What follows belongs to an exercise in optimizing a design on an open flow for small area, a short achievable clock period and few clock cycles per item; a production flow would make more cautious choices. The RTL was checked by simulation tests, not by an equivalence proof against the original design.

==> design/flow/design.v <==
module integer_divider #(parameter M = 5, N = 3)
  (input [M-1:0] dividend,
   input [N-1:0] divisor,
   output reg [M-N:0] quotient);
  reg [M-1:0] temp;
  reg [M-1:0] dividend_copy;
  always @(*) begin
    dividend_copy = dividend;
    for (integer i = M-N; i >= 0; i = i - 1) begin
      temp = divisor << i;
      if (temp <= dividend_copy) begin
        quotient[i] = 1'b1;
        dividend_copy = dividend_copy - temp;
      end
      else
        quotient[i] = 1'b0;
    end
  end
endmodule
module div_top (
  input         clk,
  input         rst,
  input         in_valid,
  output        in_ready,
  input  [63:0] dividend,
  input  [31:0] divisor,
  output        out_valid,
  output [32:0] quotient
);
  localparam K  = 12;                
  localparam N  = (34 + K - 1) / K;  
  localparam W  = N * K;             
  localparam CW = 2;                 
  localparam TW = 6;                 
  reg        f_full;
  reg [63:0] f_a;
  reg [31:0] f_d;
  reg        rdy_r;
  reg          busy;
  reg [CW-1:0] cnt;
  reg          sat_r;
  reg [32+W:0] R;       
  reg [32:0]   WC;      
  reg [31:0]   DN;      
  reg        ov_r;
  reg [32:0] q_r;
  wire sat = !(f_a[63:33] < f_d);    
  reg [CW-1:0] c_blk;
  integer c;
  always @(*) begin
    c_blk = N[CW-1:0];
    for (c = N - 1; c >= 1; c = c - 1)
      if (({64'd0, f_a} >> (c * K - 1)) < {96'd0, f_d})
        c_blk = c[CW-1:0];
    if (sat) c_blk = 1;
  end
  reg [31:0] dn;
  reg [4:0]  sh;
  always @(*) begin
    dn = f_d;
    sh[4] = (dn[31:16] == 16'd0); if (sh[4]) dn = dn << 16;
    sh[3] = (dn[31:24] ==  8'd0); if (sh[3]) dn = dn << 8;
    sh[2] = (dn[31:28] ==  4'd0); if (sh[2]) dn = dn << 4;
    sh[1] = (dn[31:30] ==  2'd0); if (sh[1]) dn = dn << 2;
    sh[0] = (dn[31]    ==  1'b0); if (sh[0]) dn = dn << 1;
  end
  wire [TW-1:0] t_sh = {1'b0, sh} + W - c_blk * K;
  wire [32+W:0] r_ld = {{(W-31){1'b0}}, f_a} << t_sh;
  function automatic [3:0] qsel(input [6:0] est, input [2:0] di);
    reg signed [6:0] e;
    reg signed [6:0] m2, m1, m0, mn;
    reg ge2, ge1, ge0, gen;
    begin
      e = est;
      case (di)
        3'd0: begin m2 = 7'sd12; mn = -7'sd13; end
        3'd1: begin m2 = 7'sd14; mn = -7'sd15; end
        3'd2: begin m2 = 7'sd15; mn = -7'sd16; end
        3'd3: begin m2 = 7'sd16; mn = -7'sd18; end
        3'd4: begin m2 = 7'sd18; mn = -7'sd20; end
        3'd5: begin m2 = 7'sd20; mn = -7'sd20; end
        3'd6: begin m2 = 7'sd20; mn = -7'sd22; end
        default: begin m2 = 7'sd24; mn = -7'sd24; end
      endcase
      m1 = di[2] ? 7'sd6 : 7'sd4;
      m0 = di[2] ? -7'sd8 : -7'sd5;
      ge2 = (e >= m2);
      ge1 = (e >= m1);
      ge0 = (e >= m0);
      gen = (e >= mn);
      qsel = {ge1, ~ge0, ge2 | ~gen, (ge1 & ~ge2) | (gen & ~ge0)};
    end
  endfunction
  reg [32:0]  ws, wc;
  reg [W-1:0] low;
  reg [K-1:0] pk, nk;
  reg [34:0]  ys, yc, mag, op, s35, c35;
  reg [6:0]   est;
  reg [3:0]   qd;
  integer s;
  always @(*) begin
    ws  = R[32+W:W];
    low = R[W-1:0];
    wc  = WC;
    pk  = {K{1'b0}};
    nk  = {K{1'b0}};
    for (s = 0; s < K / 2; s = s + 1) begin
      ys  = {ws, low[W-1:W-2]};
      yc  = {wc, 2'b00};
      low = {low[W-3:0], 2'b00};
      est = ys[34:28] + yc[34:28];
      qd  = qsel(est, DN[30:28]);
      mag = qd[1] ? {2'b00, DN, 1'b0} : (qd[0] ? {3'b000, DN} : 35'd0);
      op  = qd[3] ? ~mag : mag;
      s35 = ys ^ yc ^ op;
      c35 = {(ys[33:0] & yc[33:0]) | (ys[33:0] & op[33:0]) | (yc[33:0] & op[33:0]), qd[3]};
      ws  = s35[32:0];
      wc  = c35[32:0];
      pk  = {pk[K-3:0], qd[3] & qd[1], qd[3] & qd[0]};
      nk  = {nk[K-3:0], qd[2] & qd[1], qd[2] & qd[0]};
    end
  end
  wire [32:0]    rfin = ws + wc;
  wire           corr = (cnt == 1) & rfin[32];
  wire [K:0]     dblk = {1'b0, pk} - {1'b0, nk} - {{K{1'b0}}, corr};
  wire [W-K-1:0] qhi  = R[W-K-1:0];
  wire [W-1:0]   lown = {dblk[K] ? qhi - 1'b1 : qhi, dblk[K-1:0]};
  wire fin    = !busy || (cnt == 1);
  wire take   = f_full && fin;
  wire accept = in_valid && rdy_r;
  wire f_full_n = accept || (f_full && !take);
  wire busy_n   = take || (busy && cnt != 1);
  wire fin_n    = take ? (c_blk == 1) : (!busy || cnt == 1 || cnt == 2);
  always @(posedge clk) begin
    if (rst) begin
      f_full <= 1'b0;
      busy   <= 1'b0;
      ov_r   <= 1'b0;
      rdy_r  <= 1'b1;
    end else begin
      f_full <= f_full_n;
      busy   <= busy_n;
      ov_r   <= busy && cnt == 1;
      rdy_r  <= !f_full_n || fin_n;
    end
  end
  always @(posedge clk) begin
    if (rdy_r) begin
      f_a <= dividend;
      f_d <= divisor;
    end
    if (take) begin
      R     <= r_ld;
      WC    <= 33'd0;
      DN    <= dn;
      cnt   <= c_blk;
      sat_r <= sat;
    end else begin
      R     <= {ws, lown};
      WC    <= wc;
      cnt   <= cnt - 1'b1;
    end
    q_r <= lown[32:0] | {33{sat_r}};
  end
  assign in_ready  = rdy_r;
  assign out_valid = ov_r;
  assign quotient  = q_r;
endmodule
==> design/flow/run.sh <==
#!/bin/bash
# synth_recipe.tcl (not shown) runs the flow's synth.tcl, then flattens the netlist and writes it again
# the make line also repeats each setting of config.mk as NAME=value (left out here)
make -C /OpenROAD-flow-scripts/flow DESIGN_CONFIG=/design/flow/config.mk WORK_HOME=/design/flow/orfs CLKGATE_MAP_FILE= SYNTH_SCRIPT=/design/flow/synth_recipe.tcl finish
==> design/flow/config.mk <==
export PLATFORM = sky130hd
export DESIGN_NAME = div_top
export DESIGN_NICKNAME = div_top
export VERILOG_FILES = /design/flow/design.v
export SDC_FILE = /design/flow/constraint.sdc
export NUM_CORES = 4
export LEC_CHECK = 0
export ABC_AREA = 1
export CAP_MARGIN = 70
export CORE_MARGIN = 2
export CORE_UTILIZATION = 55
export CTS_CLUSTER_DIAMETER = 50
export CTS_CLUSTER_SIZE = 10
export SETUP_SLACK_MARGIN = 3
export SLEW_MARGIN = 70
==> design/flow/constraint.sdc <==
create_clock -name core_clock -period 175.0 [get_ports {clk}]
set_input_delay 35.0000 -clock core_clock [delete_from_list [all_inputs] [get_ports {clk}]]
set_output_delay 35.0000 -clock core_clock [all_outputs]
set_load 0.01 [all_outputs]
==> results.yml <==
yosys:
  synth_top_family_by_area: "adder cells"
  ys_types: 63
  synth-compound-area-share_pct: 18.01
  synth_edf_count: 129
  synth_nets: 4248
  synth-simple-area-share_pct: 14.41
  synth-seq-cells: 270
  synth-xor-area-share_pct: 7.477
  synthAdderAreaFrac_pct: 24.55
  synthMuxAreaShare_pct: 2.027
  yosysSeqAreaShare_pct: 22.98
  avgSynthCellArea_um2: 7.893
  ys.flop_type: "dfxtp_1"
  synth.cell_area_um2: 29130
  yosysWarnings: 1
  async_flop_share_pct: 0
  postSynthCellCount: 3691
finish:
  antennaDiodeCount: 0
  synthToLayoutAreaGrowth_pct: 11.53
  nNetsFinal: 4274
  final_cell_area_um2: 32490
  drive_gt1_share_pct: 7.836
  layout_commonest_cell: "nand2_1"
  final_cell_mix: "627 x nand2_1, 543 x inv_1, 312 x o21ai_0"
  final_util_pct: 61.96
die:
  core-area_um2: 52450
  die_w_um: 234.2
  fp.dieH_um: 234.2
  start_util_pct: 55.55
  ioPinCount: 134
  row_count: 84
  die_area_um2: 54830
critical_path:
  required_ns: 140.00
  crit_buf_inv: 1
  crit_chain: "clkdlybuf4s50_1"
  timing.rr.end: "R[34]"
  criticalPathCategory: "flip-flop to output pin"
  arrival_ns: 1.79
  end_kind: "output pin"
  crit_family: "buffers and inverters"
  cp_slowest_cell: "clkdlybuf4s50_1"
  critPathLaunchType: "flip-flop"
  r2r_slack_ns: 141.59
  path_max_fanout: 31
  reg2reg_depth: 178
  r2r_start: "DN[30]"
  max_stage_delay_ns: 0.62
clock_tree:
  cts.path.max_buffers: 3
  postCtsSetupBuffers: 0
  cts_tree: "yes"
  clock-sinks: 270
  cts_resized: 0
  clkTransAtPathRegs_ns: 0.05
  root_buffer: "clkbuf_16"
  worstSkewPairLatency_ns: 0.57
  numCtsBuffers: 38
  hold_buffers: 0
  htree_levels: 2
routing:
  routed_via_density: 5.929
  ant_nets: 0
  first_iter_violations: 2226
  drc: 0
  routed_wl_mm: 97.45
  routedWlPerCell_um: 22.01
  vias: 26250
  first_pass_iters: 8
place:
  place_area_um2: 31300
  place_ws_ns: 138.79
  numPortBuffers: 133
  place.gp.congestion: 1.000
  hpwlAfterDp_mm: 77.65
worst_hold_path:
  min_delay_path_depth: 2
  min_to: "ov_r"
  hp-class: "flip-flop to flip-flop"
  worstHoldStart: "busy"
global_routing:
  grt_overflow: 0
  grt_pass1_wl_mm: 147.6
  grt_pass1_vias: 25780
  grt_usage_pct: 35.48
  antenna_found_initial: 0
  grt_max_degree: 86
sta:
  setup_slack_ns: 138.21
  tightestPinTransition_ns: 0.5342
  finalSetupViolations: 0
  finClkSkew_ns: 0.02277
  fin_crit_sh_pct: 21.02
  min_period_ns: 36.79
  setup_tns_ns: 0
  slew_headroom_pct: 64.39
  hold-worst-slack_ns: 0.4538
  finalMaxSlewViolations: 0
  hold_violations: 0
  fmax_mhz: 27.18
  rsz0062_at_grt: "no"
status:
  status: "no timing/DRC/antenna violations"
run:
  drv_cap: 0
final cells by class:
cell class	instances	area, um^2
fillers	4692	19950
multi-input cells	2623	19660
flip-flops and latches	270	6700
inverters	600	2285
repair buffers	184	1853
clock buffers	48	1028
well taps	688	860.8
clock inverters	14	105.1
Yosys cell counts, types with 3 or more instances:
library cell,count,area [um^2]
a31oi_1,18,112.6
a21boi_0,8,60.06
buf_6,6,67.56
ha_1,270,3378
nor2_1,179,671.9
xor2_1,234,2049
nor3_1,21,105.1
o221ai_1,34,297.8
a21o_1,5,37.54
o221a_2,3,33.78
o22ai_1,188,1176
or2_2,32,200.2
o21bai_1,10,75.07
nand2_1,628,2357
a211oi_1,18,135.1
clkbuf_1,166,623.1
o211ai_1,32,240.2
buf_1,18,67.56
nor4_1,11,68.82
nand3_2,5,50.05
mux2i_1,59,590.6
nand3_1,71,355.3
a21oi_1,115,575.6
nor2_2,3,18.77
o21a_1,24,180.2
o2111ai_1,4,35.03
nand3b_1,4,30.03
nand4_1,31,193.9
o22ai_2,30,375.4
dfxtp_1,141,2823
xnor2_1,11,96.34
edfxtp_1,129,3874
o21ai_0,344,1722
buf_2,3,15.01
and2_1,5,31.28
inv_1,578,2170
nand2_2,10,62.56
fa_1,188,3764
buf_4,5,37.54
inv_2,18,67.56
sequential cells by signal (all words and copies together) (netlist names):
name	flops
DN	32
R	69
WC	33
busy	1
cnt	2
f_a	64
f_d	32
f_full	1
ov_r	1
q_r	33
rdy_r	1
sat_r	1
logic make-up (layout without fill, tap and decap cells):
group,Yosys count,count (layout)
flops,270,270
compound gates,852,852
mux,59,59
xor+xnor,247,247
buf+inv,798,846
fa+ha+maj,459,459
simple gates,1006,1006
routing by layer:
metal,part of all wire (%),vias up,track usage [%]
met5,0,-,0
met3,7.0,336,5.131
met1,38,12400,41.49
met4,8.0,0,25.40
li1,-,12320,-
met2,47,1196,59.74
worst max path at each step:
stage          startpoint  endpoint  slack, ns  cells after the start
6_report            rdy_r  in_ready     138.21                      1
5_1_grt             rdy_r  in_ready     138.15                      1
4_1_cts             rdy_r  in_ready     138.18                      1
3_5_place_dp        rdy_r  in_ready     138.79                      1
3_3_place_gp        rdy_r  in_ready     138.83                      1
2_1_floorplan       rdy_r  in_ready     137.55                      0
per-stage QoR:
step           std cells
6_report            4427
5_1_grt             4427
4_1_cts             4425
3_5_place_dp        4363
3_3_place_gp        4358
2_1_floorplan       3691
worst reg2reg max path, delay by kind of cell (launching register included):
family | cells | cell delay, ns
simple gates | 68 | 9.83
fa+ha+maj | 20 | 7.95
xor+xnor | 10 | 1.96
buf+inv | 37 | 6.84
flops | 1 | 0.35
compound gates | 43 | 6.39
Testbench counts, summed over its fixed seeds: cycles 6,758, items 3,200.

re-timing with driven ports:
Ports are ideal in the flow. The routed layout listed here was re-timed in OpenROAD. Step 1 (the two cells are an assumption about what drives the block):
set clk [get_ports {clk}]
set_driving_cell -lib_cell sky130_fd_sc_hd__clkbuf_16 $clk
set_driving_cell -lib_cell sky130_fd_sc_hd__buf_2 [delete_from_list [all_inputs] $clk]
Step 2 moves the port delays by t, midway between the first and last clock arrival at a register: inputs arrive t later, outputs are due t later. That takes back most of the time a late clock gives input paths. Slacks: ideal ports / drivers / drivers and shift; pairs: ideal ports / drivers.
shift t [ns]: 0.617
slack for setup (ns): 138.210 / 138.151 / 138.768
worst setup path at the end: register to output
After both steps this run still meets setup and hold. The setup slack of this run moves by -0.059 ns with the drivers and by +0.558 ns with both steps.
